Background: an optimization exercise with open tools, aiming at small area. Do not read the settings as production practice. The RTL was checked by simulation tests, not by an equivalence proof against the original design. Power figures rest on the tool's default switching activity, not on a simulated workload.

### flow/config.mk
export PLATFORM = sky130hd
export DESIGN_NAME = exp81
export DESIGN_NICKNAME = exp81
export VERILOG_FILES = /design/flow/design.v
export SDC_FILE = /design/flow/constraint.sdc
export NUM_CORES = 4
export LEC_CHECK = 0
export CAP_MARGIN = 20
export CORE_MARGIN = 2
export CORE_UTILIZATION = 40
export SLEW_MARGIN = 20
### flow/constraint.sdc
create_clock -name core_clock -period 30.0 [get_ports {clk}]
set_input_delay 6.0000 -clock core_clock [delete_from_list [all_inputs] [get_ports {clk}]]
set_output_delay 6.0000 -clock core_clock [all_outputs]
set_load 0.01 [all_outputs]
### flow/design.v
module KeyPress(
	input  CLK,
	input  nRST,
	input  KEY_IN,
	output reg KEY_FLAG,	 
	output KEY_STATE	 
);
	reg key_a, key_b;
	reg lvl;		 
	reg filt;		 
	reg [5:0] cnt;		 
	wire flag_H2L = key_b & ~key_a;
	wire flag_L2H = ~key_b & key_a;
	wire full = (cnt == 6'd40);
	wire toward = lvl ? flag_H2L : flag_L2H;	 
	wire back   = lvl ? flag_L2H : flag_H2L;	 
	assign KEY_STATE = lvl;
	always @(posedge CLK or negedge nRST)
		if (!nRST) begin
			key_a <= 1'b0;
			key_b <= 1'b0;
		end else begin
			key_a <= KEY_IN;
			key_b <= key_a;
		end
	always @(posedge CLK)
		if (filt)
			cnt <= cnt + 6'd1;
		else
			cnt <= (cnt == 6'd39) ? 6'd40 : 6'd0;
	always @(posedge CLK or negedge nRST)
		if (!nRST) begin
			lvl <= 1'b1;
			filt <= 1'b0;
			KEY_FLAG <= 1'b0;
		end else begin
			KEY_FLAG <= filt & full;
			if (!filt) begin
				if (toward) filt <= 1'b1;
			end else if (full) begin
				filt <= 1'b0;
				lvl <= ~lvl;
			end else if (back)
				filt <= 1'b0;
		end
endmodule
module KeyValue(
	input  CLK,
	input  nRST,
	input  [3:0] KEY_COL,
	output [3:0] KEY_ROW,
	output reg [3:0] KEY_Value,	 
	output reg Value_en
);
	wire [3:0] key_flag;
	wire [3:0] key_state;
	reg [1:0] m;
	reg [1:0] r;
	reg [1:0] colIndex;
	KeyPress u0(.CLK(CLK), .nRST(nRST), .KEY_IN(KEY_COL[0]), .KEY_FLAG(key_flag[0]), .KEY_STATE(key_state[0]));
	KeyPress u1(.CLK(CLK), .nRST(nRST), .KEY_IN(KEY_COL[1]), .KEY_FLAG(key_flag[1]), .KEY_STATE(key_state[1]));
	KeyPress u2(.CLK(CLK), .nRST(nRST), .KEY_IN(KEY_COL[2]), .KEY_FLAG(key_flag[2]), .KEY_STATE(key_state[2]));
	KeyPress u3(.CLK(CLK), .nRST(nRST), .KEY_IN(KEY_COL[3]), .KEY_FLAG(key_flag[3]), .KEY_STATE(key_state[3]));
	assign KEY_ROW = (m == 2'd0) ? 4'b0000 : ~(4'b0001 << r);
	always @(posedge CLK or negedge nRST)
		if (!nRST) begin
			m <= 2'd0;
			r <= 2'd0;
		end else if (m != 2'd1) begin
			m <= (key_flag != 4'b0000) ? 2'd1 : 2'd0;
			r <= 2'd0;
		end else if (KEY_COL != 4'b1111)
			m <= 2'd2;
		else if (r == 2'd3)
			m <= 2'd3;
		else
			r <= r + 2'd1;
	always @(posedge CLK or negedge nRST)
		if (!nRST)
			colIndex <= 2'd0;
		else
			case (key_state)
				4'b1110: colIndex <= 2'd0;
				4'b1101: colIndex <= 2'd1;
				4'b1011: colIndex <= 2'd2;
				4'b0111: colIndex <= 2'd3;
				default: ;
			endcase
	always @(posedge CLK or negedge nRST)
		if (!nRST)
			Value_en <= 1'b0;
		else
			Value_en <= (m == 2'd2);
	always @(posedge CLK)
		if (m == 2'd2)
			case ({r, colIndex})
				4'd0:  KEY_Value <= 4'h1;
				4'd1:  KEY_Value <= 4'h2;
				4'd2:  KEY_Value <= 4'h3;
				4'd3:  KEY_Value <= 4'ha;
				4'd4:  KEY_Value <= 4'h4;
				4'd5:  KEY_Value <= 4'h5;
				4'd6:  KEY_Value <= 4'h6;
				4'd7:  KEY_Value <= 4'hb;
				4'd8:  KEY_Value <= 4'h7;
				4'd9:  KEY_Value <= 4'h8;
				4'd10: KEY_Value <= 4'h9;
				4'd11: KEY_Value <= 4'hc;
				4'd12: KEY_Value <= 4'he;
				4'd13: KEY_Value <= 4'h0;
				4'd14: KEY_Value <= 4'hf;
				default: KEY_Value <= 4'hd;
			endcase
endmodule
module smg_display(
    input  wire clk,
    input  wire rst_n,
    input  wire [31:0] number,
    output reg  [7:0] seg,
    output wire [2:0] sel
);
    reg [7:0] pos;
    reg started;
    wire [2:0] scan_cnt = pos[7:5];
    always @(posedge clk or negedge rst_n)
        if (!rst_n) begin
            pos <= 8'd16;
            started <= 1'b0;
        end else begin
            pos <= pos + 8'd1;
            if (pos[4:0] == 5'd31)
                started <= 1'b1;
        end
    assign sel = {scan_cnt[2:1], scan_cnt[0] | ~started};
    reg [3:0] digit;
    always @(*) begin
        case (scan_cnt)
            3'd0: digit = number[31:28];
            3'd1: digit = number[27:24];
            3'd2: digit = number[23:20];
            3'd3: digit = number[19:16];
            3'd4: digit = number[15:12];
            3'd5: digit = number[11:8];
            3'd6: digit = number[7:4];
            default: digit = number[3:0];
        endcase
        case (digit)
            4'h0: seg = 8'b00111111;
            4'h1: seg = 8'b00000110;
            4'h2: seg = 8'b01011011;
            4'h3: seg = 8'b01001111;
            4'h4: seg = 8'b01100110;
            4'h5: seg = 8'b01101101;
            4'h6: seg = 8'b01111101;
            4'h7: seg = 8'b00000111;
            4'h8: seg = 8'b01111111;
            4'h9: seg = 8'b01101111;
            4'hf: seg = 8'b01000000;
            default: seg = 8'b00000000;
        endcase
    end
endmodule
module mm_lock(
    input  wire clk,
    input  wire rst_n,
    input  wire [3:0] key_value,    
    input  wire key_valid,          
    input  wire led3_flash,         
    output reg  [31:0] display_num,  
    output wire led1,
    output wire led2,
    output wire led3,
    output reg  [31:0] n_error_count,  
    output wire error_changed,      
    output wire start_count4,
    output wire start_count5
);
    localparam IDLE_TIMEOUT = 15'd19_999;
    reg        ev;                  
    reg [3:0]  input_count;
    reg        unlocked;
    reg        count5__begin;
    reg [31:0] password;
    reg        change_password_mode;
    reg [31:0] temp_password;       
    reg        password_success;
    reg [10:0] success_timer;
    reg [14:0] idle_timer;
    reg [31:0] error_count;
    reg [31:0] n_display_num;
    reg [3:0]  n_input_count;
    reg        n_unlocked;
    reg        n_count5__begin;
    reg [31:0] n_password;
    reg        n_change_password_mode;
    reg [31:0] n_temp_password;
    reg        n_password_success;
    reg [10:0] n_success_timer;
    reg [14:0] n_idle_timer;
    wire [31:0] error_inc = error_count + 32'd1;
    wire idle_timeout = (idle_timer == IDLE_TIMEOUT);
    always @(*) begin
        n_display_num = display_num;
        n_input_count = input_count;
        n_unlocked = unlocked;
        n_count5__begin = count5__begin;
        n_password = password;
        n_change_password_mode = change_password_mode;
        n_temp_password = temp_password;
        n_password_success = password_success;
        n_success_timer = success_timer;
        n_idle_timer = idle_timer;
        n_error_count = error_count;
        if (!ev) begin
            if (unlocked)
                n_idle_timer = (idle_timer >= IDLE_TIMEOUT) ? 15'd0 : idle_timer + 15'd1;
            else
                n_idle_timer = 15'd0;
            if (idle_timeout) begin
                n_unlocked = 1'b0;
                n_display_num = 32'hFFFFFFFF;
                n_input_count = 4'd0;
                n_change_password_mode = 1'b0;
                n_count5__begin = 1'b0;
            end
            if (password_success) begin
                if (success_timer < 11'd2_000)
                    n_success_timer = success_timer + 11'd1;
                else begin
                    n_password_success = 1'b0;
                    n_success_timer = 11'd0;
                end
            end
        end else begin
            n_idle_timer = 15'd0;
            case (key_value)
                4'h0, 4'h1, 4'h2, 4'h3, 4'h4, 4'h5, 4'h6, 4'h7, 4'h8, 4'h9: begin
                    n_count5__begin = 1'b1;
                    if (input_count < 4'd8) begin
                        n_display_num = {display_num[27:0], key_value};
                        n_input_count = input_count + 4'd1;
                    end
                end
                4'hA: begin
                    if (!unlocked) begin
                        if (display_num == password) begin
                            n_unlocked = 1'b1;
                            n_display_num = 32'hFFFFFFFF;
                            n_error_count = 32'd0;
                        end else begin
                            n_input_count = 4'd0;
                            n_error_count = error_inc;
                            n_display_num = error_inc;
                        end
                    end else if (change_password_mode) begin
                        if (temp_password == 32'd0) begin
                            n_temp_password = display_num;
                            n_display_num = 32'hFFFFFFFF;
                            n_input_count = 4'd0;
                        end else begin
                            if (display_num == temp_password) begin
                                n_password = display_num;
                                n_password_success = 1'b1;
                            end
                            n_change_password_mode = 1'b0;
                            n_display_num = 32'hFFFFFFFF;
                            n_input_count = 4'd0;
                        end
                    end
                end
                4'hB: begin
                    n_unlocked = 1'b0;
                    n_display_num = 32'hFFFFFFFF;
                    n_input_count = 4'd0;
                    n_change_password_mode = 1'b0;
                    n_count5__begin = 1'b0;
                end
                4'hC: begin
                    n_display_num = 32'hFFFFFFFF;
                    n_input_count = 4'd0;
                end
                4'hD: begin
                    if (unlocked) begin
                        n_change_password_mode = ~change_password_mode;
                        n_input_count = 4'd0;
                        n_display_num = 32'hFFFFFFFF;
                        n_temp_password = 32'd0;
                    end
                end
                4'hE: begin
                    if (unlocked) begin
                        n_input_count = 4'd0;
                        n_display_num = password;
                    end
                end
                default: ;
            endcase
        end
    end
    always @(posedge clk or negedge rst_n) begin
        if (!rst_n) begin
            ev <= 1'b0;
            display_num <= 32'hFFFFFFFF;
            input_count <= 4'd0;
            unlocked <= 1'b0;
            change_password_mode <= 1'b0;
            error_count <= 32'd0;
            password_success <= 1'b0;
            success_timer <= 11'd0;
            idle_timer <= 15'd0;
            count5__begin <= 1'b0;
            password <= 32'h12345678;
        end else begin
            ev <= key_valid;
            display_num <= n_display_num;
            input_count <= n_input_count;
            unlocked <= n_unlocked;
            change_password_mode <= n_change_password_mode;
            error_count <= n_error_count;
            password_success <= n_password_success;
            success_timer <= n_success_timer;
            idle_timer <= n_idle_timer;
            count5__begin <= n_count5__begin;
            password <= n_password;
        end
    end
    always @(posedge clk)
        temp_password <= n_temp_password;
    assign error_changed = ev & (key_value == 4'hA) & ~unlocked &
                           ((display_num != password) | (error_count != 32'd0));
    assign led1 = n_unlocked;
    assign led2 = ~n_unlocked;
    assign led3 = n_password_success ? led3_flash : n_change_password_mode;
    assign start_count4 = ~n_unlocked & (n_error_count != 32'd0);
    assign start_count5 = ~n_unlocked & n_count5__begin;
endmodule
module warning(
    input  wire clk,
    input  wire rst_n,
    input  wire [31:0] error_count,
    input  wire error_changed,
    input  wire start_count4,
    input  wire start_count5,
    output reg  led4,
    output reg  led5
);
    reg [7:0] q4, r4;
    reg [8:0] q5;
    reg [7:0] r5;
    reg counter4_reset_flag;
    wire r4_wrap = (r4 == 8'd248);
    wire [7:0] q4_inc = r4_wrap ? q4 + 8'd1 : q4;
    wire [7:0] r4_inc = r4_wrap ? 8'd0 : r4 + 8'd1;
    wire lt_5s  = (q4 < 8'd40)  | ((q4 == 8'd40)  & (r4 < 8'd39));    
    wire lt_30s = (q4 < 8'd240) | ((q4 == 8'd240) & (r4 < 8'd239));   
    wire is12 = (error_count == 32'd1) | (error_count == 32'd2);
    wire is3  = (error_count == 32'd3);
    wire run4 = (is12 & lt_5s) | (is3 & lt_30s);
    always @(posedge clk or negedge rst_n)
        if (!rst_n)
            counter4_reset_flag <= 1'b0;
        else
            counter4_reset_flag <= error_changed;
    always @(posedge clk or negedge rst_n)
        if (!rst_n)
            led4 <= 1'b0;
        else if (!start_count4)
            led4 <= 1'b0;
        else if (is12 | is3)
            led4 <= run4 & (r4 < 8'd124);
        else
            led4 <= 1'b1;    
    always @(posedge clk)
        if (!start_count4 | !(is12 | is3) | (!run4 & (error_changed | counter4_reset_flag))) begin
            q4 <= 8'd0;
            r4 <= 8'd0;
        end else if (run4) begin
            q4 <= q4_inc;
            r4 <= r4_inc;
        end
    wire r5_wrap = (r5 == 8'd248);
    wire lt_a = (q5 < 9'd240) | ((q5 == 9'd240) & (r5 < 8'd239));    
    wire lt_b = (q5 < 9'd481) | ((q5 == 9'd481) & (r5 < 8'd229));    
    always @(posedge clk or negedge rst_n)
        if (!rst_n)
            led5 <= 1'b0;
        else
            led5 <= start_count5 & ~lt_a & lt_b & (r5 < 8'd124);
    always @(posedge clk)
        if (!start_count5 | !lt_b) begin
            q5 <= 9'd0;
            r5 <= 8'd0;
        end else begin
            q5 <= r5_wrap ? q5 + 9'd1 : q5;
            r5 <= r5_wrap ? 8'd0 : r5 + 8'd1;
        end
endmodule
module exp81(
    input wire clk,           
    input wire rst_n,         
    input wire [3:0] key_in,  
    output wire [3:0] key_out,  
    output wire [7:0] seg,    
    output wire [2:0] sel,    
    output wire led1,         
    output wire led2,         
    output wire led3,         
    output wire led4,         
    output wire led5          
);
    wire [3:0] key_value;
    wire key_valid;
    wire [31:0] display_num;
    wire [31:0] error_count;
    wire error_changed;
    wire start_count4, start_count5;
    reg [7:0] flash_counter;
    always @(posedge clk or negedge rst_n)
        if (!rst_n)
            flash_counter <= 8'd0;
        else
            flash_counter <= (flash_counter == 8'd250) ? 8'd0 : flash_counter + 8'd1;
    KeyValue key_inst(
       .CLK(clk),
       .nRST(rst_n),
       .KEY_COL(key_in),
       .KEY_ROW(key_out),
       .KEY_Value(key_value),
       .Value_en(key_valid)
    );
    mm_lock mm_lock_inst (
       .clk(clk),
       .rst_n(rst_n),
       .key_value(key_value),
       .key_valid(key_valid),
       .led3_flash(flash_counter < 8'd125),
       .display_num(display_num),
       .led1(led1),
       .led2(led2),
       .led3(led3),
       .n_error_count(error_count),
       .error_changed(error_changed),
       .start_count4(start_count4),
       .start_count5(start_count5)
    );
    smg_display smg_inst(
       .clk(clk),
       .rst_n(rst_n),
       .number(display_num),
       .seg(seg),
       .sel(sel)
    );
    warning warning_inst(
        .clk(clk),
        .rst_n(rst_n),
        .error_count(error_count),
        .error_changed(error_changed),
        .start_count4(start_count4),
        .start_count5(start_count5),
        .led4(led4),
        .led5(led5)
    );
endmodule
### flow/run.sh
#!/bin/bash
# synth_recipe.tcl (not shown) runs the flow's synth.tcl, then flattens the netlist and writes it again
# the make line also repeats each setting of config.mk as NAME=value (left out here)
make -C /OpenROAD-flow-scripts/flow DESIGN_CONFIG=/design/flow/config.mk WORK_HOME=/design/flow/orfs CLKGATE_MAP_FILE= SYNTH_SCRIPT=/design/flow/synth_recipe.tcl finish
==> flow_summary.yaml, run 1 <==
yosys:
  post_synth_xor_area_fraction: 0.0846
  synth.lib_cells_used.distinct: 90
  synth.cell_area_sq_um: 15000
  yosys-mux-area-fraction: 0.0365
  dominantRegCellSynth: "sky130_fd_sc_hd__dfrtp_1"
  register_area_share_after_synthesis: 0.449
  synth_adder_area_share: 0.0358
  synth_nets: 1619
  synth_compound_area_frac: 0.148
  count_of_flip_flops_with_a_built_in_enable_after_synthesis: 36
  post_synth_and_or_nand_nor_area_fraction: 0.196
  largest_family_of_logic_cells_by_synthesized_area: "simple AND/OR/NAND/NOR gates"
  synthesis.instances: 1570
  ys_seq_elements: 271
  syn_avg_cell_area_sq_um: 9.57
  postSynth.asyncResetShare: 0.657
  ys_warn_count: 6
grt:
  first_global_vias: 11000
  grt_start_max_net_pins: 107
  grt_pass1_wl_um: 61200
  number_of_antenna_violations_at_the_first_check_in_global_routing: 0
  globalRouteTotalUtil: 0.194
  gr-total-overflow: 0
cells_and_area:
  synthToLayoutAreaGrowth_pct: 9.21
  nets: 1574
  final_cell_mix: "sky130_fd_sc_hd__nand2_1, sky130_fd_sc_hd__dfrtp_1, sky130_fd_sc_hd__nor2_1, sky130_fd_sc_hd__xor2_1, sky130_fd_sc_hd__o21ai_0"
  finalCoreUtilization: 0.446
  diodes: 0
  most_common_cell_after_layout_fill_and_taps_aside: "sky130_fd_sc_hd__nand2_1"
  drive_gt1_frac: 0.110
  final_cell_count_no_fill: 2017
clock_network:
  clock_tree.buffer_depth: 3
  cts_hold_buffers: 0
  htree_levels: 1
  worst_skew_pair.late_latency_ps: 550
  tritoncts_clock_tree: "built"
  cts.sinks: 271
  post_cts_resize_count: 0
  postCtsSetupBuffers: 0
  clkTransAtPathRegs_ps: 60
  numCtsBuffers: 30
  root_buffer: "sky130_fd_sc_hd__clkbuf_16"
route:
  1st_pass_router_iterations: 5
  final_antenna_net_count: 0
  drt_drc_violations_left: 0
  totalWireLength_um: 37600
  drt-initial-drc-count: 1024
  routed-via-count: 11600
  routedWlPerCell_um: 18.7
  route.detailed.vias_per_inst: 5.75
sta:
  fin_skew_ps: 13.2
  maxSlewViolCount: 0
  max-slew-margin-rel: 0.265
  setup-tns-final_ps: 0
  finalHoldViolCount: 0
  final_min_period_over_clock_period: 0.329
  fin_ws_ps: 20120
  setup_viol: 0
  tightest_slew_ps: 1100
  grt_setup_unrepaired: "no"
  period_needed_ps: 9880
  clock.fmax_mhz: 101
power_and_ir_drop:
  cellLeakagePower_nw: 6.59
  vdd_drop_max_v: 0.0000444
  power.density_cell_area_nw_per_um2: 48.0
die:
  die_w_um: 198
  die_area_sq_um: 39100
  die-height_um: 198
  initial_utilization: 0.408
  core_sq_um: 36800
  fp-row-count: 70
  io_pins: 26
critical_path:
  path_max_fanout: 10
  worstSetupStartpointType: "flip-flop"
  timing.setup.critical_path_class: "reg2out"
  endpoint_required_time_on_the_critical_path_ps: 24000
  worstSetupEndpointType: "output port"
  critical_path_arrival_ps: 3880
placed_design:
  placed_cells_incl_taps: 1961
  gp_routability_congestion: 0.939
  detailed_place_hpwl_um: 25800
  place.port_buffers: 24
  placement.setup.worst_slack_ps: 20770
worst_hold_path:
  min-delay-path-class: "reg2reg"
run:
  max_cap_violations: 0
run_status:
  status: "finished clean"
## registers in the layout, summed over array words and instances, names as in the netlist, 2 cells and up
signal and flops:
flash_counter 8, key_inst.KEY_Value 4, key_inst.colIndex 2, key_inst.m 2
key_inst.r 2, key_inst.u0.cnt 6, key_inst.u1.cnt 6, key_inst.u2.cnt 6
key_inst.u3.cnt 6, mm_lock_inst.display_num 32, mm_lock_inst.error_count 32, mm_lock_inst.idle_timer 15
mm_lock_inst.input_count 4, mm_lock_inst.password 32, mm_lock_inst.success_timer 11, mm_lock_inst.temp_password 32
smg_inst.pos 8, warning_inst.q4 8, warning_inst.q5 9, warning_inst.r4 8
warning_inst.r5 8
## metal layers
metal,vias up,wire [um],part of all wire,GRT usage
met5,-,0,0,0
met4,0,1000,0.027,0.0543
met3,60,2190,0.058,0.0281
met2,326,17100,0.45,0.311
met1,5714,17400,0.46,0.274
li1,5489,-,-,-
## report_power, final
group / leakage, nW / switching (mW) / internal, mW / total (mW)
registers: 3.04 / 0.00936 / 0.379 / 0.388
logic: 3.06 / 0.0200 / 0.0129 / 0.0329
clock network: 0.486 / 0.148 / 0.218 / 0.366
## area by class of cell
type / count / area (sq um)
well taps: 468 / 586
fillers: 3546 / 20400
flip-flops and latches: 271 / 6740
clock buffers: 47 / 918
inverters: 58 / 218
repair buffers: 33 / 312
clock inverters: 9 / 70.1
multi-input cells: 1131 / 7560
## through the flow
step | area, sq um | power (mW) | hold WS [ps]
2_1_floorplan | 15000 | 0.414 | 331
3_3_place_gp | 15400 | 0.427 | 337
3_5_place_dp | 15400 | 0.428 | 340
4_1_cts | 16400 | 0.796 | 355
5_1_grt | 16400 | 0.817 | 357
6_report | 16400 | 0.787 | 352
## Yosys cell counts (8+ instances only)
cell type	count	area [sq um]
sky130_fd_sc_hd__inv_1	56	210
sky130_fd_sc_hd__mux2_2	34	383
sky130_fd_sc_hd__buf_2	33	165
sky130_fd_sc_hd__o21ai_0	81	405
sky130_fd_sc_hd__a31oi_1	13	81.3
sky130_fd_sc_hd__and4_1	8	70.1
sky130_fd_sc_hd__nand3_1	56	280
sky130_fd_sc_hd__a21oi_1	68	340
sky130_fd_sc_hd__o22a_1	31	272
sky130_fd_sc_hd__clkbuf_1	54	203
sky130_fd_sc_hd__o22ai_1	35	219
sky130_fd_sc_hd__nand4_1	32	200
sky130_fd_sc_hd__clkbuf_2	10	50.1
sky130_fd_sc_hd__ha_1	43	538
sky130_fd_sc_hd__xnor2_1	46	403
sky130_fd_sc_hd__o31ai_1	26	195
sky130_fd_sc_hd__o211ai_1	9	67.6
sky130_fd_sc_hd__nor4_1	34	213
sky130_fd_sc_hd__or3_1	10	62.6
sky130_fd_sc_hd__dfrtp_1	128	3200
sky130_fd_sc_hd__nor2b_1	12	75.1
sky130_fd_sc_hd__xor2_1	99	867
sky130_fd_sc_hd__and2_1	44	275
sky130_fd_sc_hd__dfstp_2	50	1310
sky130_fd_sc_hd__dfxtp_1	57	1140
sky130_fd_sc_hd__mux2i_1	12	120
sky130_fd_sc_hd__nand2b_1	20	125
sky130_fd_sc_hd__buf_4	8	60.1
sky130_fd_sc_hd__and3_1	25	156
sky130_fd_sc_hd__nor2_1	112	420
sky130_fd_sc_hd__nand2_1	135	507
sky130_fd_sc_hd__edfxtp_1	36	1080
sky130_fd_sc_hd__nor3_1	33	165
sky130_fd_sc_hd__a211oi_1	14	105
## logic make-up (layout without fill, tap and decap cells)
family                     count (synthesis)  in the layout
xor gates and xnor gates                 145            145
muxes                                     48             48
and+or+nand+nor                          562            562
DFF                                      271            271
adders and majority gates                 43             43
buffers and inverters                    168            147
other                                      1              1
AOI/OAI and AO/OA                        332            332
## final timing paths
kind | end | slack [ps] | cells after the start | start
worst max-delay path | led1 | 20120 | 8 | mm_lock_inst.display_num[24]
worst min-delay path | mm_lock_inst.ev | 350 | 0 | key_inst.Value_en
worst max register to register | warning_inst.r4[3] | 25740 | 9 | mm_lock_inst.error_count[0]
worst min register to register | mm_lock_inst.ev | 350 | 0 | key_inst.Value_en
max in group asynchronous | mm_lock_inst.password[0] | 23000 | 2 | rst_n
min in group asynchronous | mm_lock_inst.error_count[22] | 5510 | 1 | rst_n
## critical path, stage by stage, from the launching register on
cell and delay [ps]:
sky130_fd_sc_hd__dfstp_2 640, sky130_fd_sc_hd__xor2_1 100, sky130_fd_sc_hd__nor4_1 440, sky130_fd_sc_hd__and4_1 350
sky130_fd_sc_hd__nand2_1 410, sky130_fd_sc_hd__o21ai_0 450, sky130_fd_sc_hd__a21oi_1 250, sky130_fd_sc_hd__inv_1 140
sky130_fd_sc_hd__clkdlybuf4s50_1 540
==> run 2: changes to the inputs <==
--- a/flow/design.v
+++ b/flow/design.v
@@ -11,7 +11,9 @@
 	reg [5:0] cnt;		 
 	wire flag_H2L = key_b & ~key_a;
 	wire flag_L2H = ~key_b & key_a;
-	wire full = (cnt == 6'd40);
+	localparam [5:0] C39 = 6'd45, C40 = 6'd26;
+	wire [5:0] cnt_step = {cnt[4:0], ~(cnt[5] ^ cnt[4])};
+	wire full = (cnt == C40);
 	wire toward = lvl ? flag_H2L : flag_L2H;	 
 	wire back   = lvl ? flag_L2H : flag_H2L;	 
 	assign KEY_STATE = lvl;
@@ -25,9 +27,9 @@
 		end
 	always @(posedge CLK)
 		if (filt)
-			cnt <= cnt + 6'd1;
+			cnt <= cnt_step;
 		else
-			cnt <= (cnt == 6'd39) ? 6'd40 : 6'd0;
+			cnt <= (cnt == C39) ? C40 : 6'd0;
 	always @(posedge CLK or negedge nRST)
 		if (!nRST) begin
 			lvl <= 1'b1;
@@ -175,7 +177,8 @@
     output wire start_count4,
     output wire start_count5
 );
-    localparam IDLE_TIMEOUT = 15'd19_999;
+    localparam [14:0] IDLE_TIMEOUT = 15'd8947;
+    localparam [10:0] SUCCESS_END = 11'd935;
     reg        ev;                  
     reg [3:0]  input_count;
     reg        unlocked;
@@ -183,6 +186,7 @@
     reg [31:0] password;
     reg        change_password_mode;
     reg [31:0] temp_password;       
+    reg        temp_valid;          
     reg        password_success;
     reg [10:0] success_timer;
     reg [14:0] idle_timer;
@@ -194,6 +198,7 @@
     reg [31:0] n_password;
     reg        n_change_password_mode;
     reg [31:0] n_temp_password;
+    reg        n_temp_valid;
     reg        n_password_success;
     reg [10:0] n_success_timer;
     reg [14:0] n_idle_timer;
@@ -207,13 +212,14 @@
         n_password = password;
         n_change_password_mode = change_password_mode;
         n_temp_password = temp_password;
+        n_temp_valid = temp_valid;
         n_password_success = password_success;
         n_success_timer = success_timer;
         n_idle_timer = idle_timer;
         n_error_count = error_count;
         if (!ev) begin
             if (unlocked)
-                n_idle_timer = (idle_timer >= IDLE_TIMEOUT) ? 15'd0 : idle_timer + 15'd1;
+                n_idle_timer = idle_timeout ? 15'd0 : {idle_timer[13:0], ~(idle_timer[14] ^ idle_timer[13])};
             else
                 n_idle_timer = 15'd0;
             if (idle_timeout) begin
@@ -224,8 +230,8 @@
                 n_count5__begin = 1'b0;
             end
             if (password_success) begin
-                if (success_timer < 11'd2_000)
-                    n_success_timer = success_timer + 11'd1;
+                if (success_timer != SUCCESS_END)
+                    n_success_timer = {success_timer[9:0], ~(success_timer[10] ^ success_timer[8])};
                 else begin
                     n_password_success = 1'b0;
                     n_success_timer = 11'd0;
@@ -253,8 +259,9 @@
                             n_display_num = error_inc;
                         end
                     end else if (change_password_mode) begin
-                        if (temp_password == 32'd0) begin
+                        if (!temp_valid) begin  
                             n_temp_password = display_num;
+                            n_temp_valid = (display_num != 32'd0);
                             n_display_num = 32'hFFFFFFFF;
                             n_input_count = 4'd0;
                         end else begin
@@ -284,7 +291,7 @@
                         n_change_password_mode = ~change_password_mode;
                         n_input_count = 4'd0;
                         n_display_num = 32'hFFFFFFFF;
-                        n_temp_password = 32'd0;
+                        n_temp_valid = 1'b0;
                     end
                 end
                 4'hE: begin
@@ -324,8 +331,10 @@
             password <= n_password;
         end
     end
-    always @(posedge clk)
+    always @(posedge clk) begin
         temp_password <= n_temp_password;
+        temp_valid <= n_temp_valid;
+    end
     assign error_changed = ev & (key_value == 4'hA) & ~unlocked &
                            ((display_num != password) | (error_count != 32'd0));
     assign led1 = n_unlocked;
@@ -344,18 +353,27 @@
     output reg  led4,
     output reg  led5
 );
-    reg [7:0] q4, r4;
-    reg [8:0] q5;
-    reg [7:0] r5;
+    localparam [6:0] S39 = 7'd105, S105 = 7'd81, S114 = 7'd51, S115 = 7'd102,
+                     S123 = 7'd40, S124 = 7'd80;
+    localparam [7:0] Q40 = 8'd218, Q240 = 8'd26, Q241 = 8'd53;
+    reg [7:0] q4;
+    reg       p4;
+    reg [6:0] s4;
+    reg [7:0] q5;
+    reg       h5, p5;
+    reg [6:0] s5;
     reg counter4_reset_flag;
-    wire r4_wrap = (r4 == 8'd248);
-    wire [7:0] q4_inc = r4_wrap ? q4 + 8'd1 : q4;
-    wire [7:0] r4_inc = r4_wrap ? 8'd0 : r4 + 8'd1;
-    wire lt_5s  = (q4 < 8'd40)  | ((q4 == 8'd40)  & (r4 < 8'd39));    
-    wire lt_30s = (q4 < 8'd240) | ((q4 == 8'd240) & (r4 < 8'd239));   
+    wire [6:0] s4_step = {s4[5:0], ~(s4[6] ^ s4[5])};
+    wire [7:0] q4_step = {q4[6:0], ~(q4[7] ^ q4[5] ^ q4[4] ^ q4[3])};
+    wire [6:0] s5_step = {s5[5:0], ~(s5[6] ^ s5[5])};
+    wire [7:0] q5_step = {q5[6:0], ~(q5[7] ^ q5[5] ^ q5[4] ^ q5[3])};
+    wire s4_end = (s4 == (p4 ? S124 : S123));
+    wire s5_end = (s5 == (p5 ? S124 : S123));
+    wire at_5s  = (q4 == Q40)  & ~p4 & (s4 == S39);     
+    wire at_30s = (q4 == Q240) &  p4 & (s4 == S115);    
     wire is12 = (error_count == 32'd1) | (error_count == 32'd2);
     wire is3  = (error_count == 32'd3);
-    wire run4 = (is12 & lt_5s) | (is3 & lt_30s);
+    wire run4 = (is12 & ~at_5s) | (is3 & ~at_30s);
     always @(posedge clk or negedge rst_n)
         if (!rst_n)
             counter4_reset_flag <= 1'b0;
@@ -367,32 +385,48 @@
         else if (!start_count4)
             led4 <= 1'b0;
         else if (is12 | is3)
-            led4 <= run4 & (r4 < 8'd124);
+            led4 <= run4 & ~p4;
         else
             led4 <= 1'b1;    
     always @(posedge clk)
         if (!start_count4 | !(is12 | is3) | (!run4 & (error_changed | counter4_reset_flag))) begin
             q4 <= 8'd0;
-            r4 <= 8'd0;
+            p4 <= 1'b0;
+            s4 <= 7'd0;
         end else if (run4) begin
-            q4 <= q4_inc;
-            r4 <= r4_inc;
+            if (s4_end) begin
+                s4 <= 7'd0;
+                p4 <= ~p4;
+                if (p4)
+                    q4 <= q4_step;
+            end else
+                s4 <= s4_step;
         end
-    wire r5_wrap = (r5 == 8'd248);
-    wire lt_a = (q5 < 9'd240) | ((q5 == 9'd240) & (r5 < 8'd239));    
-    wire lt_b = (q5 < 9'd481) | ((q5 == 9'd481) & (r5 < 8'd229));    
+    wire at_mid = ~h5 & (q5 == Q240) & p5 & (s5 == S114);    
+    wire at_end =  h5 & (q5 == Q241) & p5 & (s5 == S105);    
     always @(posedge clk or negedge rst_n)
         if (!rst_n)
             led5 <= 1'b0;
         else
-            led5 <= start_count5 & ~lt_a & lt_b & (r5 < 8'd124);
+            led5 <= start_count5 & h5 & ~at_end & ~p5;
     always @(posedge clk)
-        if (!start_count5 | !lt_b) begin
-            q5 <= 9'd0;
-            r5 <= 8'd0;
+        if (!start_count5 | at_end) begin
+            q5 <= 8'd0;
+            h5 <= 1'b0;
+            p5 <= 1'b0;
+            s5 <= 7'd0;
         end else begin
-            q5 <= r5_wrap ? q5 + 9'd1 : q5;
-            r5 <= r5_wrap ? 8'd0 : r5 + 8'd1;
+            if (s5_end) begin
+                s5 <= 7'd0;
+                p5 <= ~p5;
+                if (p5)
+                    q5 <= q5_step;
+            end else
+                s5 <= s5_step;
+            if (at_mid) begin
+                h5 <= 1'b1;
+                q5 <= 8'd0;
+            end
         end
 endmodule
 module exp81(
@@ -414,12 +448,17 @@
     wire [31:0] error_count;
     wire error_changed;
     wire start_count4, start_count5;
-    reg [7:0] flash_counter;
+    reg flash_off;
+    reg [6:0] flash_pos;
     always @(posedge clk or negedge rst_n)
-        if (!rst_n)
-            flash_counter <= 8'd0;
-        else
-            flash_counter <= (flash_counter == 8'd250) ? 8'd0 : flash_counter + 8'd1;
+        if (!rst_n) begin
+            flash_off <= 1'b0;
+            flash_pos <= 7'd0;
+        end else if (flash_pos == (flash_off ? 7'd32 : 7'd80)) begin
+            flash_off <= ~flash_off;
+            flash_pos <= 7'd0;
+        end else
+            flash_pos <= {flash_pos[5:0], ~(flash_pos[6] ^ flash_pos[5])};
     KeyValue key_inst(
        .CLK(clk),
        .nRST(rst_n),
@@ -433,7 +472,7 @@
        .rst_n(rst_n),
        .key_value(key_value),
        .key_valid(key_valid),
-       .led3_flash(flash_counter < 8'd125),
+       .led3_flash(~flash_off),
        .display_num(display_num),
        .led1(led1),
        .led2(led2),
--- a/flow/config.mk
+++ b/flow/config.mk
@@ -5,6 +5,7 @@
 export SDC_FILE = /design/flow/constraint.sdc
 export NUM_CORES = 4
 export LEC_CHECK = 0
+export ABC_AREA = 1
 export CAP_MARGIN = 20
 export CORE_MARGIN = 2
 export CORE_UTILIZATION = 40
==> run 2 against run 1 <==
Net effect: synthesized area fell by 5.1%; sequential share of layout area rose by 1.6 points; sequential cell count rose by 1; die area fell by 5.0%; largest power group unchanged; combinational power rose to 4.0 times the previous value; critical path type unchanged.
==> flow_summary.yaml, run 2 <==
clock_network:
  root_buffer: "sky130_fd_sc_hd__clkbuf_16"
  cts.sinks: 272
  numCtsBuffers: 30
  cts_hold_buffers: 0
  clock_tree.buffer_depth: 3
  worst_skew_pair.late_latency_ps: 580
  postCtsSetupBuffers: 0
  post_cts_resize_count: 0
  tritoncts_clock_tree: "built"
  clkTransAtPathRegs_ps: 60
  htree_levels: 1
cells_and_area:
  drive_gt1_frac: 0.109
  synthToLayoutAreaGrowth_pct: 11.2
  num-fill-cells: 3505
  final_cell_mix: "sky130_fd_sc_hd__nand2_1, sky130_fd_sc_hd__inv_1, sky130_fd_sc_hd__nor2_1, sky130_fd_sc_hd__o21ai_0, sky130_fd_sc_hd__dfrtp_1"
  nets: 1797
  most_common_cell_after_layout_fill_and_taps_aside: "sky130_fd_sc_hd__nand2_1"
  diodes: 0
sta:
  fin_skew_ps: 27.3
  setup_viol: 0
  finalHoldViolCount: 0
  final_min_period_over_clock_period: 0.339
  grt_setup_unrepaired: "no"
  fin_worst_hold_slack_ps: 355
  period_needed_ps: 10180
  maxSlewViolCount: 0
  max-slew-margin-rel: 0.278
  tightest_slew_ps: 1070
  setup-tns-final_ps: 0
  clock.fmax_mhz: 98.2
yosys:
  register_area_share_after_synthesis: 0.475
  synth.cells.most_frequent: "sky130_fd_sc_hd__nand2_1, sky130_fd_sc_hd__inv_1, sky130_fd_sc_hd__nor2_1"
  leading_cell_type_by_number_of_instances_after_synthesis: "sky130_fd_sc_hd__nand2_1"
  netlist_top_cells_area: "sky130_fd_sc_hd__dfrtp_1, sky130_fd_sc_hd__nand2_1, sky130_fd_sc_hd__dfstp_2, sky130_fd_sc_hd__dfxtp_1, sky130_fd_sc_hd__edfxtp_1"
  ys_seq_elements: 272
  synth.lib_cells_used.distinct: 56
  synth.cell_area_sq_um: 14300
  synthesis.instances: 1755
  dominantRegCellSynth: "sky130_fd_sc_hd__dfrtp_1"
  postSynth.asyncResetShare: 0.654
  synth_top_area_cell: "sky130_fd_sc_hd__dfrtp_1"
  synth_nets: 1791
  portion_of_synthesized_cell_area_occupied_by_the_leading_cell_type: 0.225
  syn_avg_cell_area_sq_um: 8.12
  ys_warn_count: 6
  count_of_flip_flops_with_a_built_in_enable_after_synthesis: 37
route:
  routed-via-count: 11600
  routedWlPerCell_um: 16.1
  route.detailed.vias_per_inst: 5.14
  totalWireLength_um: 36200
  drt_drc_violations_left: 0
  1st_pass_router_iterations: 6
  drt-initial-drc-count: 938
  final_antenna_net_count: 0
critical_path:
  worstSetupStartpointType: "flip-flop"
  timing.setup.critical_path_class: "reg2out"
  worstSetupEndpointType: "output port"
  path_max_fanout: 35
  critical_path_arrival_ps: 4180
  critical_path.reg2reg.startpoint: "mm_lock_inst.display_num[6]"
  endpoint_required_time_on_the_critical_path_ps: 24000
  worst_r2r_path_cells: 16
  regToRegEndpoint: "warning_inst.q4[0]"
  r2r_slack_ps: 26200
placed_design:
  gp_routability_congestion: 0.937
  place.port_buffers: 24
  detailed_place_hpwl_um: 25900
power_and_ir_drop:
  cellLeakagePower_nw: 6.76
  power.density_cell_area_nw_per_um2: 58.1
  vdd_drop_max_v: 0.0000453
die:
  fp-row-count: 69
  die_area_sq_um: 37200
  initial_utilization: 0.404
  die-height_um: 193
  io_pins: 26
  core_sq_um: 35300
  die_w_um: 193
worst_hold_path:
  min-delay-path-class: "reg2reg"
  worst_hold_startpoint: "key_inst.Value_en"
  destination_of_the_worst_hold_path: "mm_lock_inst.ev"
  min_delay_path_depth: 0
grt:
  grt_pass1_wl_um: 59000
  globalRouteTotalUtil: 0.199
  number_of_antenna_violations_at_the_first_check_in_global_routing: 0
  gr-total-overflow: 0
  first_global_vias: 11200
  grt_start_max_net_pins: 66
run:
  max_cap_violations: 0
run_status:
  status: "finished clean"
[run 2: changes by cell type in the layout (fill, tap and decap cells not counted), moves of 25 or more]
cell                      before  now
sky130_fd_sc_hd__xor2_1       99   42
sky130_fd_sc_hd__inv_1        56  229
sky130_fd_sc_hd__o22a_1       31    0
sky130_fd_sc_hd__nand3_1      56   89
sky130_fd_sc_hd__nand2_1     135  364
sky130_fd_sc_hd__o31ai_1      26    1
sky130_fd_sc_hd__mux2_2       34    0
sky130_fd_sc_hd__and2_1       44    1
sky130_fd_sc_hd__nor2_1      112  154
sky130_fd_sc_hd__o21ai_0      81  147
[run 2: per-stage QoR]
stage          utilization  setup WS [ps]  cells  cell area, sq um  total power, mW
6_report             0.449          19820   2246             15900            0.920
2_1_floorplan            -          21800   1755             14300            0.516
3_5_place_dp         0.421          20400   2190             14900            0.564
3_3_place_gp         0.421          20520   2190             14900            0.562
5_1_grt              0.449          19360   2246             15900            0.963
4_1_cts              0.449          19740   2246             15900            0.928
[run 2: kinds of logic (layout without fill, tap and decap cells)]
logic type | count (synthesis) | after routing | share of synthesized area
DFF | 272 | 272 | 0.475
buffers and inverters | 309 | 339 | 0.0859
other | 1 | 1 | 0.000263
and+or+nand+nor | 769 | 769 | 0.244
xor gates and xnor gates | 73 | 73 | 0.0449
adders and majority gates | 30 | 30 | 0.0263
AOI/OAI and AO/OA | 301 | 301 | 0.123
[run 2: area by class of cell]
type                            instances  area (sq um)  area share
Clock inverter                         13           110     0.00695
Tap cell                              461           577      0.0364
Sequential cell                       272          6770       0.427
Clock buffer                           43           862      0.0544
Inverter                              249           940      0.0593
Multi-Input combinational cell       1174          6270       0.396
Timing Repair Buffer                   34           319      0.0201
[run 2: how the worst max path moves through the flow]
stage                                             from  endpoint  depth (start not counted)
after detailed placement   mm_lock_inst.display_num[6]      led1                         12
after floorplan                        smg_inst.pos[5]    seg[3]                          9
after global placement     mm_lock_inst.display_num[6]      led1                         12
after global routing      mm_lock_inst.display_num[12]      led1                         12
after CTS                  mm_lock_inst.display_num[6]      led1                         12
final                      mm_lock_inst.display_num[6]      led1                         12
[run 2: routing by layer]
| layer | GRT usage | routed length (um) | vias to the layer above |
|---|---|---|---|
| met5 | 0 | 0 | - |
| met2 | 0.325 | 16700 | 297 |
| met4 | 0.0499 | 765 | 0 |
| met3 | 0.0302 | 1950 | 53 |
| li1 | - | - | 5758 |
| met1 | 0.276 | 16800 | 5447 |
[run 2: worst max-delay path: stages, from the launching register on]
cell and delay, ps:
sky130_fd_sc_hd__dfstp_2 580, sky130_fd_sc_hd__xnor2_1 130, sky130_fd_sc_hd__nand2_1 80, sky130_fd_sc_hd__nor2_1 80, sky130_fd_sc_hd__nand2_1 90, sky130_fd_sc_hd__nor2_1 220
sky130_fd_sc_hd__nand2_2 460, sky130_fd_sc_hd__inv_1 160, sky130_fd_sc_hd__nor2_1 50, sky130_fd_sc_hd__inv_1 540, sky130_fd_sc_hd__o21ai_0 430, sky130_fd_sc_hd__inv_1 190
sky130_fd_sc_hd__clkdlybuf4s50_1 590
[run 2: where the power goes]
| group | total, mW | internal (mW) | switching (mW) |
|---|---|---|---|
| clock network | 0.361 | 0.208 | 0.153 |
| registers | 0.429 | 0.405 | 0.0238 |
| logic | 0.130 | 0.0455 | 0.0847 |
| total | 0.920 | 0.659 | 0.261 |
==> run 3: changes to the inputs <==
--- a/flow/config.mk
+++ b/flow/config.mk
@@ -8,5 +8,7 @@
 export ABC_AREA = 1
 export CAP_MARGIN = 20
 export CORE_MARGIN = 2
-export CORE_UTILIZATION = 40
+export CORE_UTILIZATION = 70
+export CTS_BUF_LIST = sky130_fd_sc_hd__clkbuf_4
+export PLACE_DENSITY = 0.8
 export SLEW_MARGIN = 20
==> run 3 against run 2 <==
Net effect: first-iteration DRC count increased by 5.5%; sequential power about the same; combinational power about the same; critical endpoint unchanged; still clean on timing, DRC and antenna; sequential cell count unchanged; clock skew increased by 9.3 ps; die area decreased by 42%; power decreased by 2.1%.
==> flow_summary.yaml, run 3 <==
route:
  routedWlPerCell_um: 16.4
  totalWireLength_um: 35000
  routed-via-count: 12200
  route.detailed.vias_per_inst: 5.74
  final_antenna_net_count: 0
  drt_drc_violations_left: 0
  1st_pass_router_iterations: 6
  drt-initial-drc-count: 990
cells_and_area:
  num-fill-cells: 1444
  synthToLayoutAreaGrowth_pct: 9.43
  drive_gt1_frac: 0.143
  finalCoreUtilization: 0.776
  final_cell_count_no_fill: 2131
  most_common_cell_after_layout_fill_and_taps_aside: "sky130_fd_sc_hd__nand2_1"
  nets: 1836
  register_area_sq_um: 6770
  final_cell_mix: "sky130_fd_sc_hd__nand2_1, sky130_fd_sc_hd__inv_1, sky130_fd_sc_hd__nor2_1, sky130_fd_sc_hd__o21ai_0, sky130_fd_sc_hd__dfrtp_1"
  multi_input_area_sq_um: 6270
grt:
  gr-total-overflow: 0
  first_global_vias: 12100
  grt_pass1_wl_um: 58100
  globalRouteTotalUtil: 0.337
  grt_start_max_net_pins: 92
  number_of_antenna_violations_at_the_first_check_in_global_routing: 1
clock_network:
  post_cts_resize_count: 0
  tritoncts_clock_tree: "built"
  clkTransAtPathRegs_ps: 70
  root_buffer: "sky130_fd_sc_hd__clkbuf_4"
  htree_levels: 3
  worst_skew_pair.late_latency_ps: 700
  cts_hold_buffers: 0
  clock_tree.buffer_depth: 3
  postCtsSetupBuffers: 0
  numCtsBuffers: 72
  cts.sinks: 272
run:
  max_cap_violations: 0
power_and_ir_drop:
  power.density_cell_area_nw_per_um2: 57.8
  vdd_drop_max_v: 0.0000511
  cellLeakagePower_nw: 6.85
  intPower_uw: 633
  design_power_total_uw: 901
  total_switching_power_uw: 268
  power.clock.fraction: 0.377
  switching_share: 0.297
  power_frac_comb: 0.147
  seq_power_share: 0.476
yosys:
  postSynth.asyncResetShare: 0.654
  netlist_top_cells_area: "sky130_fd_sc_hd__dfrtp_1, sky130_fd_sc_hd__nand2_1, sky130_fd_sc_hd__dfstp_2, sky130_fd_sc_hd__dfxtp_1, sky130_fd_sc_hd__edfxtp_1"
  synth.cells.most_frequent: "sky130_fd_sc_hd__nand2_1, sky130_fd_sc_hd__inv_1, sky130_fd_sc_hd__nor2_1"
  synth_top_area_cell: "sky130_fd_sc_hd__dfrtp_1"
  syn_avg_cell_area_sq_um: 8.12
  ys_warn_count: 6
  synth.lib_cells_used.distinct: 56
  synth_nets: 1791
  count_of_flip_flops_with_a_built_in_enable_after_synthesis: 37
  synth.cell_area_sq_um: 14300
  portion_of_synthesized_cell_area_occupied_by_the_leading_cell_type: 0.225
  register_area_share_after_synthesis: 0.475
  leading_cell_type_by_number_of_instances_after_synthesis: "sky130_fd_sc_hd__nand2_1"
  synthesis.instances: 1755
  ys_seq_elements: 272
  dominantRegCellSynth: "sky130_fd_sc_hd__dfrtp_1"
critical_path:
  timing.setup.critical_path_class: "reg2out"
  cp_cell_sequence: "inv_2 -> nand2_1 -> nand4_1 -> nor2_1 -> nand2_1 -> nor2_1 -> nand2_2 -> inv_1 -> nor2_1 -> inv_1 -> o21ai_0 -> inv_1 -> clkdlybuf4s50_1"
  endpoint_required_time_on_the_critical_path_ps: 24000
  critical_path_arrival_ps: 4300
  r2r_slack_ps: 26150
  crit_start: "mm_lock_inst.display_num[15]"
  worstSetupStartpointType: "flip-flop"
  worst_path_max_delay_cell: "sky130_fd_sc_hd__dfstp_2"
  critical_path.reg2reg.startpoint: "mm_lock_inst.display_num[15]"
  path_max_fanout: 35
  regToRegEndpoint: "warning_inst.q4[7]"
  critPathMaxStageDelay_ps: 580
  worst_r2r_path_cells: 17
  worstSetupEndpointType: "output port"
sta:
  maxSlewViolCount: 0
  final_min_period_over_clock_period: 0.343
  grt_setup_unrepaired: "no"
  tightest_slew_ps: 993
  setup-tns-final_ps: 0
  fin_worst_hold_slack_ps: 346
  fin_skew_ps: 36.6
  clock.fmax_mhz: 97.1
  period_needed_ps: 10300
  finalHoldViolCount: 0
  setup_viol: 0
  max-slew-margin-rel: 0.332
placed_design:
  place.port_buffers: 24
  placed_cells_incl_taps: 1996
  detailed_place_hpwl_um: 24300
  gp_routability_congestion: 0.996
worst_hold_path:
  worst_hold_startpoint: "key_inst.Value_en"
  min_delay_path_depth: 0
  destination_of_the_worst_hold_path: "mm_lock_inst.ev"
  min-delay-path-class: "reg2reg"
die:
  initial_utilization: 0.709
  die_w_um: 147
  io_pins: 26
  core_sq_um: 20100
  die_area_sq_um: 21500
  die-height_um: 147
  fp-row-count: 52
run_status:
  status: "finished clean"
==> run 3: cell types whose count changed in the layout (fill, tap and decap cells not counted), moves of 2 or more <==
cell / change
sky130_fd_sc_hd__clkinv_1: +12
sky130_fd_sc_hd__buf_6: +2
sky130_fd_sc_hd__clkbuf_4: +107
sky130_fd_sc_hd__buf_4: -4
sky130_fd_sc_hd__clkbuf_1: -9
sky130_fd_sc_hd__clkbuf_16: -32
sky130_fd_sc_hd__clkbuf_8: -3
==> run 3: critical path, delay by kind of cell, from the launching register on <==
family / cells / cell delay (ps)
simple gates: 7 / 1040
buf+inv: 5 / 1520
flops: 1 / 580
compound gates: 1 / 460
==> run 3: worst max-delay path by stage <==
| stage | to | depth (start not counted) | slack (ps) |
|---|---|---|---|
| after floorplan | seg[3] | 9 | 21800 |
| after global placement | led1 | 13 | 20680 |
| after detailed placement | led1 | 12 | 20530 |
| after CTS | led1 | 12 | 19780 |
| after global routing | led1 | 13 | 19320 |
| final | led1 | 13 | 19700 |
==> run 3: power groups by stage <==
stage	Clock, mW	Combinational (mW)	Sequential (mW)
6_report	0.340	0.133	0.429
5_1_grt	0.366	0.147	0.432
4_1_cts	0.346	0.129	0.428
3_5_place_dp	0	0.128	0.435
3_3_place_gp	0	0.125	0.433
2_1_floorplan	0	0.0878	0.428
==> run 3: cell type report <==
type	count	area share
tap	270	0.0217
clock buffer	107	0.0515
timing repair buffer	31	0.0191
clock inverter	27	0.0110
antenna	1	0.000160
inverter	249	0.0602
multi-input combinational	1174	0.402
sequential	272	0.434
==> run 3: kinds of logic (layout without fill, tap and decap cells) <==
kind of cell | Yosys count | in the layout | share of synthesized area
buffers and inverters | 309 | 414 | 0.0859
AND/OR/NAND/NOR | 769 | 769 | 0.244
other | 1 | 2 | 0.000263
XOR/XNOR | 73 | 73 | 0.0449
AO/OA/AOI/OAI | 301 | 301 | 0.123
flip-flops | 272 | 272 | 0.475
adder cells (fa/ha/maj) | 30 | 30 | 0.0263
==> run 3: per-stage QoR <==
stage          setup WS (ps)  instance area [sq um]
2_1_floorplan          21800                  14300
3_3_place_gp           20680                  14600
3_5_place_dp           20530                  14600
4_1_cts                19780                  15600
5_1_grt                19320                  15600
6_report               19700                  15600
==> run 3: metal layers <==
metal  up-vias  share of wire  GRT usage
met5         -              0          0
met4         0          0.051      0.194
met3       129          0.073     0.0748
met2       506           0.47      0.544
met1      5709           0.40      0.422
li1       5896              -          -
==> run 4: changes to the inputs <==
--- a/flow/design.v
+++ b/flow/design.v
@@ -168,6 +168,9 @@
     input  wire [3:0] key_value,    
     input  wire key_valid,          
     input  wire led3_flash,         
+    input  wire idle_timeout,       
+    output reg  ev,                 
+    output reg  unlocked,           
     output reg  [31:0] display_num,  
     output wire led1,
     output wire led2,
@@ -177,33 +180,28 @@
     output wire start_count4,
     output wire start_count5
 );
-    localparam [14:0] IDLE_TIMEOUT = 15'd8947;
     localparam [10:0] SUCCESS_END = 11'd935;
-    reg        ev;                  
     reg [3:0]  input_count;
-    reg        unlocked;
     reg        count5__begin;
     reg [31:0] password;
     reg        change_password_mode;
-    reg [31:0] temp_password;       
+    reg [31:0] ec_temp;             
     reg        temp_valid;          
     reg        password_success;
     reg [10:0] success_timer;
-    reg [14:0] idle_timer;
-    reg [31:0] error_count;
     reg [31:0] n_display_num;
     reg [3:0]  n_input_count;
     reg        n_unlocked;
     reg        n_count5__begin;
     reg [31:0] n_password;
     reg        n_change_password_mode;
-    reg [31:0] n_temp_password;
+    reg [31:0] n_ec_temp;
     reg        n_temp_valid;
     reg        n_password_success;
     reg [10:0] n_success_timer;
-    reg [14:0] n_idle_timer;
+    wire [31:0] error_count = ec_temp;      
+    wire [31:0] temp_password = ec_temp;    
     wire [31:0] error_inc = error_count + 32'd1;
-    wire idle_timeout = (idle_timer == IDLE_TIMEOUT);
     always @(*) begin
         n_display_num = display_num;
         n_input_count = input_count;
@@ -211,17 +209,12 @@
         n_count5__begin = count5__begin;
         n_password = password;
         n_change_password_mode = change_password_mode;
-        n_temp_password = temp_password;
         n_temp_valid = temp_valid;
         n_password_success = password_success;
         n_success_timer = success_timer;
-        n_idle_timer = idle_timer;
         n_error_count = error_count;
+        n_ec_temp = ec_temp;
         if (!ev) begin
-            if (unlocked)
-                n_idle_timer = idle_timeout ? 15'd0 : {idle_timer[13:0], ~(idle_timer[14] ^ idle_timer[13])};
-            else
-                n_idle_timer = 15'd0;
             if (idle_timeout) begin
                 n_unlocked = 1'b0;
                 n_display_num = 32'hFFFFFFFF;
@@ -238,7 +231,6 @@
                 end
             end
         end else begin
-            n_idle_timer = 15'd0;
             case (key_value)
                 4'h0, 4'h1, 4'h2, 4'h3, 4'h4, 4'h5, 4'h6, 4'h7, 4'h8, 4'h9: begin
                     n_count5__begin = 1'b1;
@@ -260,7 +252,7 @@
                         end
                     end else if (change_password_mode) begin
                         if (!temp_valid) begin  
-                            n_temp_password = display_num;
+                            n_ec_temp = display_num;
                             n_temp_valid = (display_num != 32'd0);
                             n_display_num = 32'hFFFFFFFF;
                             n_input_count = 4'd0;
@@ -303,6 +295,10 @@
                 default: ;
             endcase
         end
+        if (!unlocked)
+            n_ec_temp = n_error_count;
+        else if (!n_unlocked)
+            n_ec_temp = 32'd0;       
     end
     always @(posedge clk or negedge rst_n) begin
         if (!rst_n) begin
@@ -311,10 +307,9 @@
             input_count <= 4'd0;
             unlocked <= 1'b0;
             change_password_mode <= 1'b0;
-            error_count <= 32'd0;
+            ec_temp <= 32'd0;
             password_success <= 1'b0;
             success_timer <= 11'd0;
-            idle_timer <= 15'd0;
             count5__begin <= 1'b0;
             password <= 32'h12345678;
         end else begin
@@ -323,24 +318,21 @@
             input_count <= n_input_count;
             unlocked <= n_unlocked;
             change_password_mode <= n_change_password_mode;
-            error_count <= n_error_count;
+            ec_temp <= n_ec_temp;
             password_success <= n_password_success;
             success_timer <= n_success_timer;
-            idle_timer <= n_idle_timer;
             count5__begin <= n_count5__begin;
             password <= n_password;
         end
     end
-    always @(posedge clk) begin
-        temp_password <= n_temp_password;
+    always @(posedge clk)
         temp_valid <= n_temp_valid;
-    end
     assign error_changed = ev & (key_value == 4'hA) & ~unlocked &
                            ((display_num != password) | (error_count != 32'd0));
     assign led1 = n_unlocked;
     assign led2 = ~n_unlocked;
     assign led3 = n_password_success ? led3_flash : n_change_password_mode;
-    assign start_count4 = ~n_unlocked & (n_error_count != 32'd0);
+    assign start_count4 = ~n_unlocked & ~unlocked & (n_error_count != 32'd0);
     assign start_count5 = ~n_unlocked & n_count5__begin;
 endmodule
 module warning(
@@ -350,6 +342,9 @@
     input  wire error_changed,
     input  wire start_count4,
     input  wire start_count5,
+    input  wire unlocked_lag,       
+    input  wire key_lag,            
+    output wire idle_timeout,       
     output reg  led4,
     output reg  led5
 );
@@ -359,9 +354,13 @@
     reg [7:0] q4;
     reg       p4;
     reg [6:0] s4;
-    reg [7:0] q5;
-    reg       h5, p5;
-    reg [6:0] s5;
+    localparam [14:0] IDLE_TIMEOUT = 15'd8947;
+    reg [16:0] x;
+    wire [7:0] q5 = x[16:9];
+    wire       h5 = x[8];
+    wire       p5 = x[7];
+    wire [6:0] s5 = x[6:0];
+    wire [14:0] idle_timer = x[14:0];
     reg counter4_reset_flag;
     wire [6:0] s4_step = {s4[5:0], ~(s4[6] ^ s4[5])};
     wire [7:0] q4_step = {q4[6:0], ~(q4[7] ^ q4[5] ^ q4[4] ^ q4[3])};
@@ -409,25 +408,35 @@
             led5 <= 1'b0;
         else
             led5 <= start_count5 & h5 & ~at_end & ~p5;
-    always @(posedge clk)
-        if (!start_count5 | at_end) begin
-            q5 <= 8'd0;
-            h5 <= 1'b0;
-            p5 <= 1'b0;
-            s5 <= 7'd0;
-        end else begin
-            if (s5_end) begin
-                s5 <= 7'd0;
-                p5 <= ~p5;
-                if (p5)
-                    q5 <= q5_step;
-            end else
-                s5 <= s5_step;
-            if (at_mid) begin
-                h5 <= 1'b1;
-                q5 <= 8'd0;
-            end
+    assign idle_timeout = unlocked_lag & (idle_timer == IDLE_TIMEOUT);
+    wire idle_run = unlocked_lag & ~key_lag & ~idle_timeout;
+    wire c5_run = start_count5 & ~at_end;
+    reg [7:0] nq5;
+    reg       nh5, np5;
+    reg [6:0] ns5;
+    always @(*) begin
+        nq5 = q5;
+        nh5 = h5;
+        np5 = p5;
+        ns5 = s5_step;
+        if (s5_end) begin
+            ns5 = 7'd0;
+            np5 = ~p5;
+            if (p5)
+                nq5 = q5_step;
+        end
+        if (at_mid) begin
+            nh5 = 1'b1;
+            nq5 = 8'd0;
         end
+    end
+    always @(posedge clk)
+        if (idle_run)
+            x <= {2'b00, idle_timer[13:0], ~(idle_timer[14] ^ idle_timer[13])};
+        else if (c5_run)
+            x <= {nq5, nh5, np5, ns5};
+        else
+            x <= 17'd0;
 endmodule
 module exp81(
     input wire clk,           
@@ -448,6 +457,7 @@
     wire [31:0] error_count;
     wire error_changed;
     wire start_count4, start_count5;
+    wire unlocked_lag, key_lag, idle_timeout;
     reg flash_off;
     reg [6:0] flash_pos;
     always @(posedge clk or negedge rst_n)
@@ -473,6 +483,9 @@
        .key_value(key_value),
        .key_valid(key_valid),
        .led3_flash(~flash_off),
+       .idle_timeout(idle_timeout),
+       .ev(key_lag),
+       .unlocked(unlocked_lag),
        .display_num(display_num),
        .led1(led1),
        .led2(led2),
@@ -496,6 +509,9 @@
         .error_changed(error_changed),
         .start_count4(start_count4),
         .start_count5(start_count5),
+        .unlocked_lag(unlocked_lag),
+        .key_lag(key_lag),
+        .idle_timeout(idle_timeout),
         .led4(led4),
         .led5(led5)
     );
--- a/flow/config.mk
+++ b/flow/config.mk
@@ -9,6 +9,8 @@
 export CAP_MARGIN = 20
 export CORE_MARGIN = 2
 export CORE_UTILIZATION = 70
-export CTS_BUF_LIST = sky130_fd_sc_hd__clkbuf_4
+export CTS_BUF_LIST = sky130_fd_sc_hd__clkbuf_16
+export CTS_CLUSTER_DIAMETER = 80
+export CTS_CLUSTER_SIZE = 30
 export PLACE_DENSITY = 0.8
 export SLEW_MARGIN = 20
==> run 4 against run 3 <==
Net effect: non-clock buffer count increased by 3; sequential share of layout area decreased by 3.9 points; power decreased by 15%; via count increased by 3.2%; sequential power decreased by 11%; clock-buffer cell count decreased by 94; final area decreased by 11%; largest cell class is now multi-input gates; global-route usage increased by 5.9 points; critical path type unchanged; worst hold slack improved by 21 ps; combinational power increased by 42%.
==> flow_summary.yaml, run 4 <==
run_status:
  status: "finished clean"
cells_and_area:
  nets: 1795
  most_common_cell_after_layout_fill_and_taps_aside: "sky130_fd_sc_hd__nand2_1"
  drive_gt1_frac: 0.0709
  finalCoreUtilization: 0.748
  finalInstanceArea_sq_um: 13900
  final_cell_count_no_fill: 1997
  reg.largest.list: "mm_lock_inst.display_num (32), mm_lock_inst.ec_temp (32), mm_lock_inst.password (32)"
  final_cell_mix: "sky130_fd_sc_hd__nand2_1, sky130_fd_sc_hd__inv_1, sky130_fd_sc_hd__o21ai_0, sky130_fd_sc_hd__nor2_1, sky130_fd_sc_hd__dfrtp_1"
  diodes: 0
  synthToLayoutAreaGrowth_pct: 5.38
critical_path:
  regToRegEndpoint: "warning_inst.s4[5]"
  crit_start: "key_inst.KEY_Value[1]"
  critical_path.reg2reg.startpoint: "key_inst.KEY_Value[1]"
  timing.setup.critical_path_class: "reg2out"
  critical_path_arrival_ps: 4060
  worstSetupEndpointType: "output port"
  worst_r2r_path_cells: 19
  critical_path.endpoint: "led3"
  endpoint_required_time_on_the_critical_path_ps: 24000
  worstSetupStartpointType: "flip-flop"
  path_max_fanout: 65
  r2r_slack_ps: 26010
sta:
  setup-tns-final_ps: 0
  period_needed_ps: 10060
  clock.fmax_mhz: 99.4
  finalHoldViolCount: 0
  grt_setup_unrepaired: "no"
  fin_worst_hold_slack_ps: 366
  max-slew-margin-rel: 0.269
  final_min_period_over_clock_period: 0.335
  maxSlewViolCount: 0
  fin_ws_ps: 19940
  setup_viol: 0
  fin_skew_ps: 20.1
  tightest_slew_ps: 1090
die:
  core_sq_um: 18600
  die_w_um: 142
  die-height_um: 142
  io_pins: 26
  initial_utilization: 0.710
  die_area_sq_um: 20000
  fp-row-count: 50
yosys:
  count_of_flip_flops_with_a_built_in_enable_after_synthesis: 13
  ys_warn_count: 6
  leading_cell_type_by_number_of_instances_after_synthesis: "sky130_fd_sc_hd__nand2_1"
  netlist_top_cells_area: "sky130_fd_sc_hd__dfrtp_1, sky130_fd_sc_hd__nand2_1, sky130_fd_sc_hd__dfstp_2, sky130_fd_sc_hd__dfxtp_1, sky130_fd_sc_hd__o21ai_0"
  synth_nets: 1823
  synth.cell_area_sq_um: 13200
  synth.lib_cells_used.distinct: 53
  syn_avg_cell_area_sq_um: 7.42
  postSynth.asyncResetShare: 0.724
  register_area_share_after_synthesis: 0.416
  synthesis.instances: 1785
  synth.cells.most_frequent: "sky130_fd_sc_hd__nand2_1, sky130_fd_sc_hd__inv_1, sky130_fd_sc_hd__o21ai_0"
  dominantRegCellSynth: "sky130_fd_sc_hd__dfrtp_1"
  synth_top_area_cell: "sky130_fd_sc_hd__dfrtp_1"
  ys_seq_elements: 225
  portion_of_synthesized_cell_area_occupied_by_the_leading_cell_type: 0.214
power_and_ir_drop:
  cellLeakagePower_nw: 6.13
  power.density_cell_area_nw_per_um2: 55.0
  design_power_total_uw: 767
  vdd_drop_max_v: 0.0000451
clock_network:
  tritoncts_clock_tree: "built"
  cts_hold_buffers: 0
  cts.sinks: 225
  worst_skew_pair.late_latency_ps: 490
  post_cts_resize_count: 0
  postCtsSetupBuffers: 0
  htree_levels: 1
  clock_tree.buffer_depth: 3
  clkTransAtPathRegs_ps: 110
  root_buffer: "sky130_fd_sc_hd__clkbuf_16"
  numCtsBuffers: 13
route:
  drt-initial-drc-count: 1370
  drt_drc_violations_left: 0
  routed-via-count: 12600
  routedWlPerCell_um: 19.8
  totalWireLength_um: 39600
  route.detailed.vias_per_inst: 6.33
  final_antenna_net_count: 0
  1st_pass_router_iterations: 7
placed_design:
  placed_cells_incl_taps: 1975
  gp_routability_congestion: 1.06
  detailed_place_hpwl_um: 28600
  placed_cell_area_sq_um: 13500
  place.port_buffers: 24
  placement.setup.worst_slack_ps: 20600
grt:
  grt_start_max_net_pins: 89
  grt_pass1_wl_um: 62700
  globalRouteTotalUtil: 0.396
  gr-total-overflow: 0
  number_of_antenna_violations_at_the_first_check_in_global_routing: 0
  first_global_vias: 12000
worst_hold_path:
  min-delay-path-class: "reg2reg"
run:
  max_cap_violations: 0
==> run 4: worst min path at each step <==
stage                            startpoint               to  depth (start not counted)
after floorplan           key_inst.Value_en  mm_lock_inst.ev                          0
final                     key_inst.Value_en  mm_lock_inst.ev                          0
after detailed placement  key_inst.Value_en  mm_lock_inst.ev                          0
after global placement    key_inst.Value_en  mm_lock_inst.ev                          0
after CTS                 key_inst.Value_en  mm_lock_inst.ev                          0
after global routing      key_inst.Value_en  mm_lock_inst.ev                          0
==> run 4: critical path, stage by stage, from the launching register on <==
cell and delay [ps]:
sky130_fd_sc_hd__edfxtp_1 510, sky130_fd_sc_hd__inv_2 100, sky130_fd_sc_hd__nor3_4 180, sky130_fd_sc_hd__buf_4 360
sky130_fd_sc_hd__inv_1 150, sky130_fd_sc_hd__nor3_1 300, sky130_fd_sc_hd__nand2_1 80, sky130_fd_sc_hd__nor2_1 130
sky130_fd_sc_hd__nand2_2 610, sky130_fd_sc_hd__nand2_1 340, sky130_fd_sc_hd__nor2_1 70, sky130_fd_sc_hd__a21oi_1 150
sky130_fd_sc_hd__clkdlybuf4s50_1 550
==> run 4: area by class of cell <==
cell class / count / area (sq um)
clock inverters: 8 / 82.6
clock buffers: 13 / 325
multi-input cells: 1210 / 6380
well taps: 234 / 293
repair buffers: 34 / 329
flip-flops and latches: 225 / 5510
fillers: 1411 / 4690
inverters: 273 / 1020
==> run 4: power by group <==
part | internal [mW] | switching, mW | total (mW)
logic | 0.0652 | 0.124 | 0.189
registers | 0.342 | 0.0388 | 0.380
clock network | 0.0851 | 0.113 | 0.198
==> run 4: logic make-up after synthesis <==
kind of cell	after synthesis	synth area share
AND/OR/NAND/NOR	711	0.232
AO/OA/AOI/OAI	388	0.166
buffers and inverters	350	0.104
flip-flops	225	0.416
XOR/XNOR	77	0.0509
adder cells (fa/ha/maj)	32	0.0302
other	1	0.000283
multiplexers	1	0.000851
==> run 4: layer usage <==
layer  wire length (um)  vias up  global-route usage  share of wire
met1              14800     5857               0.496           0.37
met5                  0        -                   0              0
met2              18300      775               0.657           0.46
li1                   -     5797                   -              -
met4               2710        0               0.223          0.068
met3               3740      208              0.0672          0.095

-- what the ideal ports hide --
Ports are ideal in the flow. The routed layouts listed here were re-timed in OpenROAD. Step 1: set_driving_cell puts a clkbuf_16 on clk and a buf_2 on each other input, an assumption about the parent block. Step 2 adds t to the input delays and takes it off the output delays; t is the mean of the earliest and latest rising clock arrival at the registers after step 1. Input paths then give back, and output paths get back, about the clock's delay inside the block. Slacks: no drivers / after step 1 / after step 2; pairs: no drivers / after step 1.
run	t (ns)	slack for setup (ns)	worst setup path after step 2	latest minus earliest clock arrival (ns)	slew at the worst register clock pin (ns)
run 1	0.601	20.117 / 20.065 / 20.665	register to output	0.014 / 0.013	0.06 / 0.06
run 2	0.616	19.819 / 19.770 / 20.386	register to output	0.028 / 0.028	0.06 / 0.06
run 3	0.722	19.701 / 19.655 / 20.378	register to output	0.037 / 0.037	0.08 / 0.08
run 4	0.532	19.938 / 19.889 / 20.421	register to output	0.020 / 0.020	0.11 / 0.11
After both steps every run listed still meets setup and hold.
